Source: an optimization exercise on an open RTL-to-GDS flow (aim: small area). Production flows keep margins and buffers that such runs may drop.
Only simulation tests tie the RTL to the original design; equivalence was not proved.
The flow treats the clock pin as an ideal source, which a real chip does not have.
Power and IR drop assume default switching activity.

==> v32 <==
## top
module top(input clk,
           input ps2_clk,
           input ps2_data,
           input internal_reset_lcd,
           output rs,
           output e,
           output [7:0] d
           );
==> module keyboard, before the edit <==
module keyboard (input clk,
                 input reset,
                 input ps2_data,
                 input ps2_clk,
                 output [7:0] data_o);
localparam IDLE = 2'd0, RECV = 2'd1, READY = 2'd2;
reg [1:0]  state;
reg [15:0] rxtimeout_r;  
wire [15:0] rxtimeout = rxtimeout_r ^ 16'hAAAA;
reg [10:0] rxregister;   
reg [1:0]  clksr;
reg [7:0]  data_n;       
assign data_o = ~data_n;
wire timeout = (rxtimeout[0] & rxtimeout[1] & rxtimeout[2] & ~rxtimeout[3] & rxtimeout[4] & ~rxtimeout[5] & ~rxtimeout[6] & ~rxtimeout[7] & rxtimeout[8] & rxtimeout[9] & ~rxtimeout[12] & ~rxtimeout[13] & rxtimeout[14] & rxtimeout[15]);
wire idle = (state == IDLE);
always @(posedge clk) begin
  clksr <= {clksr[0], ps2_clk} | {2{reset}};
  if (idle) begin
    rxregister <= 11'h7ff;
    rxtimeout_r <= 16'hAAAA;
  end else begin
    rxtimeout_r <= {rxtimeout[14:0], ~(rxtimeout[15] ^ rxtimeout[12])} ^ 16'hAAAA;
    if (clksr == 2'b10)
      rxregister <= {ps2_data, rxregister[10:1]};
  end
  if (reset)
    data_n <= 8'hff;
  else if (state == READY)
    data_n <= ~rxregister[8:1];
  if (reset)
    state <= IDLE;
  else case (state)
    IDLE:  if (!ps2_data && clksr[1]) state <= RECV;
    RECV:  if (timeout) state <= IDLE;
           else if (!rxregister[0]) state <= READY;
    default: state <= IDLE;
  endcase
end
endmodule
==> module lcd, before the edit <==
module lcd (input clock,
            input internal_reset,
            input [8:0] d_in,
            input data_ready,
            output reg rs,
            output e,
            output reg [7:0] d,
            output busy_flag);
localparam [4:0] PW=5'd0, S1=5'd1, E1=5'd2, W1=5'd3, E2=5'd4, W2=5'd5, E3=5'd6, W3=5'd7, S4=5'd8, E4=5'd9, W4=5'd10, S5=5'd11, E5=5'd12, W5=5'd13, S6=5'd14, E6=5'd15, W6=5'd16, S7=5'd17, E7=5'd18, W7=5'd19, S8=5'd20, E8=5'd21, W8=5'd22, IDLE0=5'd23, IDLE1=5'd24, IDLE2=5'd25, SETUP=5'd26, EH=5'd27, WL=5'd28;
reg [4:0]  ph;
reg [19:0] t_r;     
wire [19:0] t = t_r ^ 20'hAAAAA;
reg start;
wire t_pw   = (~t[1] & t[2] & ~t[3] & t[4] & ~t[5] & t[6] & t[7] & t[8] & t[9] & ~t[10] & t[11] & ~t[12] & t[13] & t[14] & ~t[16] & ~t[17] & ~t[18] & ~t[19]);
wire t_w5   = (t[2] & ~t[4] & t[5] & ~t[6] & t[8] & t[9] & t[10] & ~t[11] & ~t[13] & t[14] & ~t[15] & ~t[16] & t[19]);
wire t_w200 = (t[0] & ~t[5] & t[6] & ~t[7] & t[9] & ~t[11] & t[12] & t[15]);
wire t_w60  = (~t[5] & t[6] & ~t[7] & ~t[10] & t[12] & t[18]);
wire t_w40  = (t[8] & t[12] & ~t[13] & t[15] & t[19]);
wire t_w2   = (t[2] & ~t[4] & ~t[5] & t[6] & t[8] & t[9] & ~t[10] & t[11] & t[13] & t[14] & t[15] & t[19]);
wire t_e6   = (t[4]);
wire t_su   = (t[3]);
reg done;
always @* begin
  case (ph)
    PW: done = t_pw;
    E1, E4, E5, E6, E7, E8, EH: done = t_e6;
    W1, W6: done = t_w5;
    W2, W3: done = t_w200;
    W4, W5, W7, W8: done = t_w60;
    SETUP: done = t_su;
    WL: done = rs ? t_w40 : t_w2;
    IDLE2: done = 1'b0;
    default: done = 1'b1;
  endcase
end
wire idle = (ph == IDLE0) || (ph == IDLE1) || (ph == IDLE2);
wire accept = idle && start;
assign e = (ph == E1) || (ph == E2) || (ph == E3) || (ph == E4) || (ph == E5) ||
           (ph == E6) || (ph == E7) || (ph == E8) || (ph == EH);
assign busy_flag = !idle;
always @(posedge clock) begin
  if (internal_reset || done || idle)
    t_r <= {17'd0, {3{ph == IDLE2 && !internal_reset}}} ^ 20'hAAAAA;
  else
    t_r <= {t[18:0], ~(t[19] ^ t[16])} ^ 20'hAAAAA;
  if (internal_reset) begin
    ph <= PW;
    start <= 1'b0;
    rs <= 1'b0;
    d <= 8'h00;
  end else begin
    if (accept)
      start <= 1'b0;
    else if (data_ready)
      start <= 1'b1;
    if (accept) begin
      rs <= d_in[8];
      d <= d_in[7:0];
      ph <= SETUP;
    end else if (done) begin
      case (ph)
        PW: d <= 8'h30;
        W3: d <= 8'h38;
        W4: d <= 8'h08;
        W5: d <= 8'h01;
        W6: d <= 8'h06;
        W7: d <= 8'h0C;
        default: ;
      endcase
      ph <= (ph == WL) ? IDLE0 : ph + 5'd1;
    end
  end
end
endmodule
export LEC_CHECK = 0
export CAP_MARGIN = 20
export CORE_MARGIN = 2
export CORE_UTILIZATION = 40
export SLEW_MARGIN = 20
create_clock -name core_clock -period 100.0 [get_ports {clk}]
standard.sh (not shown) runs the stock make flow with config.mk's settings and CLKGATE_MAP_FILE= SYNTH_SCRIPT=/design/flow/synth_recipe.tcl, a recipe that flattens the netlist after the stock synthesis.
==> flow/flow/run.sh <==
#!/bin/bash
# Own layout flow: the standard synthesis, then its combinational logic
# re-mapped with a stronger ABC script (flip-flops kept as they are), then
# the standard ORFS steps from floorplan to finish.
set -euo pipefail
W=$(pwd)
R=$W/orfs/results/$FLOW_PLATFORM/top/base
LIB=$FLOW_HOME/platforms/$FLOW_PLATFORM/lib/sky130_fd_sc_hd__tt_025C_1v80.lib
YOSYS=yosys
[[ -x $FLOW_HOME/../tools/install/yosys/bin/yosys ]] && YOSYS=$FLOW_HOME/../tools/install/yosys/bin/yosys

bash standard.sh synth > 1_standard_synth.log 2>&1
cp $R/1_2_yosys.v $W/std_synth.v

REOPT_LIB=$LIB REOPT_DONT_USE="$(cat $W/flow/dont_use.txt)" REOPT_SCRIPT=$W/flow/deep.abc \
REOPT_IN=$W/std_synth.v REOPT_OUT=$W/reopt.v \
  $YOSYS -c $W/flow/reopt.tcl > 1_reopt.log 2>&1

# prove the re-mapped netlist equals the standard one (same flip-flops)
python3 $W/flow/cutff.py $W/std_synth.v $W/std_cut.v
python3 $W/flow/cutff.py $W/reopt.v $W/reopt_cut.v
REQ_GOLD=$W/std_cut.v REQ_GATE=$W/reopt_cut.v REQ_LIB=$LIB \
  $YOSYS -c $W/flow/equiv.tcl > 1_equiv.log 2>&1

cp $W/reopt.v $R/1_2_yosys.v
rm -f $R/1_synth.odb $R/1_synth.sdc
# smaller clock tree (no dummy loads, small buffers) and the smallest
# buffer on each port
VARS=("CTS_ARGS=-sink_clustering_enable -repair_clock_nets -dont_use_dummy_load $(cat $W/flow/cts_args.txt)"
      "BUFFER_PORTS_ARGS=-buffer_cell sky130_fd_sc_hd__buf_1")
bash standard.sh "${VARS[@]}" cts > 2_standard_to_cts.log 2>&1

# clock buffers with many flip-flops get a larger size (clock-pin slew)
LIB_FILE=$LIB CLKFIX_DB=$R/4_cts.odb CLKFIX_MIN_FANOUT=10 \
  openroad -no_init -exit $W/flow/clkfix.tcl > 3_clkfix.log 2>&1

bash standard.sh "${VARS[@]}" finish > 4_standard_finish.log 2>&1
==> flow/flow/clkfix.tcl <==
# After CTS: clock buffers that drive many flip-flops get the next larger
# size, so that every flip-flop clock pin keeps a small slew; then legalize.
read_liberty $::env(LIB_FILE)
read_db $::env(CLKFIX_DB)
set n 0
foreach inst [[ord::get_db_block] getInsts] {
  set m [[$inst getMaster] getName]
  if {![string match sky130_fd_sc_hd__clkbuf_4 $m]} { continue }
  set fo 0
  foreach it [$inst getITerms] {
    if {[$it isOutputSignal]} {
      set net [$it getNet]
      if {$net ne "NULL"} { set fo [expr {[llength [$net getITerms]] - 1}] }
    }
  }
  if {$fo >= $::env(CLKFIX_MIN_FANOUT)} {
    replace_cell [$inst getName] sky130_fd_sc_hd__clkbuf_8
    incr n
  }
}
puts "clkfix: upsized $n clock buffers"
detailed_placement
check_placement
write_db $::env(CLKFIX_DB)
==> flow/flow/cts_args.txt <==
-buf_list sky130_fd_sc_hd__clkbuf_4
==> flow/flow/deep.abc <==
strash
&get -n
&deepsyn -T 240
&put
dch -f
amap
topo
==> flow/flow/equiv.tcl <==
# Combinational equivalence of two netlists whose flip-flops have been cut
# (cutff.py): same next states and outputs for every state and input.
set lib $::env(REQ_LIB)
yosys read_liberty -ignore_miss_func $lib
yosys read_verilog $::env(REQ_GOLD)
yosys rename top gold
yosys read_verilog $::env(REQ_GATE)
yosys rename top gate
yosys flatten
yosys opt_clean
yosys miter -equiv -flatten -make_assert gold gate miter
yosys hierarchy -top miter
yosys sat -verify -prove-asserts -show-ports miter
==> flow/flow/reopt.tcl <==
# Re-map the combinational logic of a synthesised netlist with a stronger ABC
# script; flip-flop instances (and their names) are kept as they are.
set lib $::env(REOPT_LIB)
set dont_use $::env(REOPT_DONT_USE)
set script $::env(REOPT_SCRIPT)
yosys read_liberty -ignore_miss_func $lib
yosys read_verilog $::env(REOPT_IN)
yosys hierarchy -top top
# keep sequential cells as instances
foreach c {dfxtp_1 dfxtp_2 dfxtp_4 dfrtp_1 dfstp_1 conb_1 edfxtp_1} {
  catch {yosys setattr -mod -set keep_hierarchy 1 sky130_fd_sc_hd__$c}
}
yosys flatten
yosys opt_clean -purge
yosys stat -liberty $lib
yosys techmap
yosys opt -fast
yosys abc -script $script -liberty $lib {*}$dont_use
yosys opt_clean -purge
yosys hilomap -singleton -hicell sky130_fd_sc_hd__conb_1 HI -locell sky130_fd_sc_hd__conb_1 LO
yosys splitnets
yosys opt_clean -purge
yosys insbuf -buf sky130_fd_sc_hd__buf_4 A X
yosys stat -liberty $lib
yosys select top
yosys write_verilog -noattr -nohex -nodec -selected $::env(REOPT_OUT)
Other scripts of this flow, unchanged in this note and not shown: flow/flow/cutff.py, flow/flow/dont_use.txt
==> v22 (differences from v32) <==
--- a/flow/design.v
+++ b/flow/design.v
@@ -2,31 +2,28 @@
                  input reset,
                  input ps2_data,
                  input ps2_clk,
-                 output [7:0] data_o);
+                 output reg [7:0] data_o);
 localparam IDLE = 2'd0, RECV = 2'd1, READY = 2'd2;
 reg [1:0]  state;
-reg [15:0] rxtimeout_r;  
-wire [15:0] rxtimeout = rxtimeout_r ^ 16'hAAAA;
+reg [15:0] rxtimeout;    
 reg [10:0] rxregister;   
 reg [1:0]  clksr;
-reg [7:0]  data_n;       
-assign data_o = ~data_n;
-wire timeout = (rxtimeout[0] & rxtimeout[1] & rxtimeout[2] & ~rxtimeout[3] & rxtimeout[4] & ~rxtimeout[5] & ~rxtimeout[6] & ~rxtimeout[7] & rxtimeout[8] & rxtimeout[9] & ~rxtimeout[12] & ~rxtimeout[13] & rxtimeout[14] & rxtimeout[15]);
+wire timeout = (~rxtimeout[0] & rxtimeout[1] & rxtimeout[2] & ~rxtimeout[3] & ~rxtimeout[5] & ~rxtimeout[6] & ~rxtimeout[7] & ~rxtimeout[8] & rxtimeout[9] & ~rxtimeout[10] & rxtimeout[11] & ~rxtimeout[12] & ~rxtimeout[13] & ~rxtimeout[14] & rxtimeout[15]);
 wire idle = (state == IDLE);
 always @(posedge clk) begin
   clksr <= {clksr[0], ps2_clk} | {2{reset}};
   if (idle) begin
     rxregister <= 11'h7ff;
-    rxtimeout_r <= 16'hAAAA;
+    rxtimeout  <= 16'h0000;
   end else begin
-    rxtimeout_r <= {rxtimeout[14:0], ~(rxtimeout[15] ^ rxtimeout[12])} ^ 16'hAAAA;
+    rxtimeout <= {rxtimeout[14:0], ~(rxtimeout[15] ^ rxtimeout[6])};
     if (clksr == 2'b10)
       rxregister <= {ps2_data, rxregister[10:1]};
   end
   if (reset)
-    data_n <= 8'hff;
+    data_o <= 8'h00;
   else if (state == READY)
-    data_n <= ~rxregister[8:1];
+    data_o <= rxregister[8:1];
   if (reset)
     state <= IDLE;
   else case (state)
@@ -103,15 +100,14 @@
             output busy_flag);
 localparam [4:0] PW=5'd0, S1=5'd1, E1=5'd2, W1=5'd3, E2=5'd4, W2=5'd5, E3=5'd6, W3=5'd7, S4=5'd8, E4=5'd9, W4=5'd10, S5=5'd11, E5=5'd12, W5=5'd13, S6=5'd14, E6=5'd15, W6=5'd16, S7=5'd17, E7=5'd18, W7=5'd19, S8=5'd20, E8=5'd21, W8=5'd22, IDLE0=5'd23, IDLE1=5'd24, IDLE2=5'd25, SETUP=5'd26, EH=5'd27, WL=5'd28;
 reg [4:0]  ph;
-reg [19:0] t_r;     
-wire [19:0] t = t_r ^ 20'hAAAAA;
+reg [19:0] t;       
 reg start;
 wire t_pw   = (~t[1] & t[2] & ~t[3] & t[4] & ~t[5] & t[6] & t[7] & t[8] & t[9] & ~t[10] & t[11] & ~t[12] & t[13] & t[14] & ~t[16] & ~t[17] & ~t[18] & ~t[19]);
-wire t_w5   = (t[2] & ~t[4] & t[5] & ~t[6] & t[8] & t[9] & t[10] & ~t[11] & ~t[13] & t[14] & ~t[15] & ~t[16] & t[19]);
-wire t_w200 = (t[0] & ~t[5] & t[6] & ~t[7] & t[9] & ~t[11] & t[12] & t[15]);
-wire t_w60  = (~t[5] & t[6] & ~t[7] & ~t[10] & t[12] & t[18]);
-wire t_w40  = (t[8] & t[12] & ~t[13] & t[15] & t[19]);
-wire t_w2   = (t[2] & ~t[4] & ~t[5] & t[6] & t[8] & t[9] & ~t[10] & t[11] & t[13] & t[14] & t[15] & t[19]);
+wire t_w5   = (t[2] & t[5] & ~t[7] & t[8] & t[10] & ~t[11] & ~t[12] & ~t[13] & t[14] & ~t[15] & ~t[16] & ~t[17] & t[18] & t[19]);
+wire t_w200 = (~t[10] & ~t[11] & t[14] & t[15] & t[16] & ~t[17] & t[18] & ~t[19]);
+wire t_w60  = (t[13] & ~t[14] & t[15] & t[16] & t[17] & t[19]);
+wire t_w40  = (t[11] & t[12] & ~t[14] & t[15] & t[18] & t[19]);
+wire t_w2   = (~t[4] & t[6] & t[8] & t[9] & ~t[10] & t[11] & ~t[12] & t[13] & t[14] & t[15] & ~t[16] & t[17] & ~t[18]);
 wire t_e6   = (t[4]);
 wire t_su   = (t[3]);
 reg done;
@@ -135,9 +131,9 @@
 assign busy_flag = !idle;
 always @(posedge clock) begin
   if (internal_reset || done || idle)
-    t_r <= {17'd0, {3{ph == IDLE2 && !internal_reset}}} ^ 20'hAAAAA;
+    t <= {17'd0, {3{ph == IDLE2 && !internal_reset}}};
   else
-    t_r <= {t[18:0], ~(t[19] ^ t[16])} ^ 20'hAAAAA;
+    t <= {t[18:0], ~(t[19] ^ t[16])};
   if (internal_reset) begin
     ph <= PW;
     start <= 1'b0;
--- a/flow/flow/run.sh
+++ b/flow/flow/run.sh
@@ -24,14 +24,4 @@
 
 cp $W/reopt.v $R/1_2_yosys.v
 rm -f $R/1_synth.odb $R/1_synth.sdc
-# smaller clock tree (no dummy loads, small buffers) and the smallest
-# buffer on each port
-VARS=("CTS_ARGS=-sink_clustering_enable -repair_clock_nets -dont_use_dummy_load $(cat $W/flow/cts_args.txt)"
-      "BUFFER_PORTS_ARGS=-buffer_cell sky130_fd_sc_hd__buf_1")
-bash standard.sh "${VARS[@]}" cts > 2_standard_to_cts.log 2>&1
-
-# clock buffers with many flip-flops get a larger size (clock-pin slew)
-LIB_FILE=$LIB CLKFIX_DB=$R/4_cts.odb CLKFIX_MIN_FANOUT=10 \
-  openroad -no_init -exit $W/flow/clkfix.tcl > 3_clkfix.log 2>&1
-
-bash standard.sh "${VARS[@]}" finish > 4_standard_finish.log 2>&1
+bash standard.sh ${FLOW_MAKE_VARS:-} finish > 2_standard_finish.log 2>&1
==> flow/flow/deep.abc (replaced) <==
strash
&get -n
&deepsyn -T 20
&put
dch -f
amap
topo
removed: flow/flow/clkfix.tcl
removed: flow/flow/cts_args.txt
==> v31 (differences from v32) <==
==> flow/flow/run.sh (replaced) <==
#!/bin/bash
# Own layout flow:
#  2. two candidate netlists with the same flip-flops, both mapped with a
#     stronger ABC script: (a) the standard netlist's logic re-mapped,
#     (b) design.v synthesised again, its flip-flops renamed to the standard
#     names; each must be proven equal to the standard netlist (flip-flops
#     paired by name, logic compared by SAT); the smaller one is used;
#  3. the standard ORFS steps from floorplan on, with a smaller clock tree and
#     the smallest port buffers, and clock buffers with many sinks upsized.
set -euo pipefail
W=$(pwd)
R=$W/orfs/results/$FLOW_PLATFORM/top/base
LIB=$FLOW_HOME/platforms/$FLOW_PLATFORM/lib/sky130_fd_sc_hd__tt_025C_1v80.lib
YOSYS=yosys
[[ -x $FLOW_HOME/../tools/install/yosys/bin/yosys ]] && YOSYS=$FLOW_HOME/../tools/install/yosys/bin/yosys
export REOPT_LIB=$LIB REOPT_DONT_USE="$(cat $W/flow/dont_use.txt)" REOPT_SCRIPT=$W/flow/deep.abc

bash standard.sh synth > 1_standard_synth.log 2>&1
cp $R/1_2_yosys.v $W/std_synth.v
python3 $W/flow/cutff.py $W/std_synth.v $W/std_cut.v

REOPT_IN=$W/std_synth.v REOPT_OUT=$W/cand_a.v $YOSYS -c $W/flow/reopt.tcl > 1_reopt_a.log 2>&1 &
PA=$!
OWN_DESIGN=$FLOW_DESIGN REOPT_OUT=$W/own_b.v $YOSYS -c $W/flow/ownsyn.tcl > 1_ownsyn_b.log 2>&1 &
PB=$!
wait $PA || true
wait $PB || true

best=""; best_area=""
for c in a b; do
  f=$W/cand_$c.v
  if [[ $c == b ]]; then
    [[ -s $W/own_b.v ]] && python3 $W/flow/rename_ff.py $W/std_synth.v $W/own_b.v $f > 1_rename_b.log 2>&1 || continue
  fi
  [[ -s $f ]] || continue
  python3 $W/flow/cutff.py $f $W/cand_${c}_cut.v || continue
  if REQ_GOLD=$W/std_cut.v REQ_GATE=$W/cand_${c}_cut.v REQ_LIB=$LIB \
       $YOSYS -c $W/flow/equiv.tcl > 1_equiv_$c.log 2>&1; then
    a=$(python3 $W/flow/area.py $LIB $f)
    echo "candidate $c: area $a (proven equal to the standard netlist)" | tee -a 1_choice.log
    if [[ -z $best ]] || python3 -c "import sys; sys.exit(0 if $a < $best_area else 1)"; then
      best=$f; best_area=$a
    fi
  else
    echo "candidate $c: not proven equal, not used" | tee -a 1_choice.log
  fi
done
if [[ -n $best ]]; then
  echo "using $best" | tee -a 1_choice.log
  cp $best $R/1_2_yosys.v
  rm -f $R/1_synth.odb $R/1_synth.sdc
else
  echo "using the standard netlist" | tee -a 1_choice.log
fi

# smaller clock tree (no dummy loads, small buffers) and the smallest
# buffer on each port
VARS=("CTS_ARGS=-sink_clustering_enable -repair_clock_nets -dont_use_dummy_load $(cat $W/flow/cts_args.txt)"
      "BUFFER_PORTS_ARGS=-buffer_cell sky130_fd_sc_hd__buf_1")
bash standard.sh "${VARS[@]}" cts > 2_standard_to_cts.log 2>&1

# clock buffers with many flip-flops get a larger size (clock-pin slew)
LIB_FILE=$LIB CLKFIX_DB=$R/4_cts.odb CLKFIX_MIN_FANOUT=10 \
  openroad -no_init -exit $W/flow/clkfix.tcl > 3_clkfix.log 2>&1

bash standard.sh "${VARS[@]}" finish > 4_standard_finish.log 2>&1
==> flow/flow/area.py (new file) <==
#!/usr/bin/env python3
"""Total cell area of a netlist. usage: area.py LIB NETLIST"""
import re, sys
area = {}; cur = None
for line in open(sys.argv[1]):
    m = re.match(r'\s*cell\s*\(\s*"?(\w+)"?\s*\)', line)
    if m:
        cur = m.group(1); continue
    m = re.match(r'\s*area\s*:\s*([\d.]+)', line)
    if m and cur and cur not in area:
        area[cur] = float(m.group(1))
v = open(sys.argv[2]).read()
print('%.4f' % sum(area.get(c, 0.0) for c in re.findall(r'^\s*(sky130_fd_sc_hd__\w+)\s', v, re.M)))
==> flow/flow/ownsyn.tcl (new file) <==
# Synthesis of design.v with a stronger ABC script; flip-flops are renamed
# afterwards (rename_ff.py) to the standard synthesis's names.
set lib $::env(REOPT_LIB)
set dont_use $::env(REOPT_DONT_USE)
yosys read_verilog -defer -sv $::env(OWN_DESIGN)
yosys hierarchy -check -top top
yosys synth -top top -flatten -nofsm -noshare
yosys dfflibmap -liberty $lib {*}$dont_use
yosys opt
yosys abc -script $::env(REOPT_SCRIPT) -liberty $lib {*}$dont_use
yosys opt_clean -purge
yosys hilomap -singleton -hicell sky130_fd_sc_hd__conb_1 HI -locell sky130_fd_sc_hd__conb_1 LO
yosys splitnets
yosys opt_clean -purge
yosys insbuf -buf sky130_fd_sc_hd__buf_4 A X
yosys stat -liberty $lib
yosys write_verilog -noattr -nohex -nodec $::env(REOPT_OUT)
==> flow/flow/rename_ff.py (new file) <==
#!/usr/bin/env python3
"""Give the flip-flops of our netlist the instance names the standard synthesis
gave them, pairing flip-flops by the net their Q pin drives.
usage: rename_ff.py STD.v OURS.v OUT.v   (exit 1 if they do not pair up)"""
import re, sys
inst_re = re.compile(r'(\n\s*)(sky130_fd_sc_hd__df\w+)\s+(\\\S+|\w+)(\s*\()(.*?)\);', re.S)
def ffs(txt):
    out = {}
    for m in inst_re.finditer(txt):
        q = re.search(r'\.Q\(\s*(.*?)\s*\)', m.group(5), re.S).group(1).strip()
        out[q] = (m.group(2), m.group(3))
    return out
std = open(sys.argv[1]).read()
ours = open(sys.argv[2]).read()
s, o = ffs(std), ffs(ours)
# a flip-flop whose Q net got another (aliased) name pairs by elimination,
# only when a single one is left on each side
ls, lo = sorted(set(s) - set(o)), sorted(set(o) - set(s))
if len(ls) == 1 and len(lo) == 1:
    o[ls[0]] = o.pop(lo[0])
    alias = {lo[0]: ls[0]}
else:
    alias = {}
if set(s) != set(o) or len(s) != len(re.findall(r'sky130_fd_sc_hd__df', std)) \
        or any(s[q][0] != o[q][0] for q in s):
    sys.stderr.write('flip-flops do not pair up: %d vs %d\n' % (len(s), len(o)))
    sys.exit(1)
def repl(m):
    q = re.search(r'\.Q\(\s*(.*?)\s*\)', m.group(5), re.S).group(1).strip()
    name = s[alias.get(q, q)][1]
    if not name.startswith('\\'):
        name = name
    return '%s%s %s %s%s);' % (m.group(1), m.group(2), name, m.group(4).lstrip(), m.group(5))
out = inst_re.sub(repl, ours)
open(sys.argv[3], 'w').write(out)
print('renamed %d flip-flops' % len(o))
==> comparison table <==
Clock skew after layout: v32 0.0241 ns; v22 0.00707 ns; v31 0.0283 ns
Result of the run: v32 finished clean; v22 finished clean; v31 finished clean
Tmin final: v32 22.11 ns; v22 22.98 ns; v31 22.28 ns
Hold Crit Start: v32 kb.rxtimeout_r[14]$_SDFF_PP0_; v22 kb.rxtimeout[10]$_SDFF_PP0_; v31 kb.rxtimeout_r[10]$_SDFF_PP0_
Overall die height: v32 90.5 um; v22 93.0 um; v31 89.2 um
Routed length on met1: v32 3130 um; v22 3420 um; v31 3110 um
Global-route wire length before repair: v32 11000 um; v22 11500 um; v31 10500 um
Number of cells on the critical path: v32 7; v22 8; v31 6
Final HPWL DP: v32 4710 um; v22 5020 um; v31 4630 um
Part of the total power dissipated in sequential elements: v32 65.5%; v22 55.6%; v31 66.0%
Die area: v32 8190 sq um; v22 8640 sq um; v31 7960 sq um
Slew headroom: v32 46.3%; v22 45.9%; v31 42.6%
DRT iter0 DRCs: v32 146; v22 195; v31 304
Post-Syn Instances: v32 362; v22 394; v31 349
Post-route design area: v32 3200 sq um; v22 3560 sq um; v31 3170 sq um
Most used routing layer: v32 met2; v22 met1; v31 met1
Insertion delay to the later sink of the worst-skew pair: v32 0.40 ns; v22 0.34 ns; v31 0.41 ns
Master cell of the clock root buffer: v32 clkbuf_4; v22 clkbuf_8; v31 clkbuf_4

static timing again, ports no longer ideal:
In the flow no input, the clock included, has a driving cell. The finished layouts below were timed again as built, in two steps.
Step 1, drivers: a clkbuf_16 drives clk and a buf_2 each remaining input, both assumed.
Step 2 times the ports against the registers' clock, not the clock port: input delays grow and output delays shrink by t, the midpoint of the rising clock arrivals with the driver on.
Slacks: ideal / step 1 / step 2; pairs: ideal / step 1.
run | t, ns | setup WS [ns] | hold slack, ns
v32 | 0.415 | 77.891 / 77.865 / 78.281 | 0.363 / 0.363 / 0.363
v22 | 0.368 | 77.016 / 76.986 / 77.354 | 0.429 / 0.429 / 0.429
v31 | 0.418 | 77.717 / 77.693 / 77.870 | 0.368 / 0.368 / 0.368
After both steps every run listed still meets setup and hold.
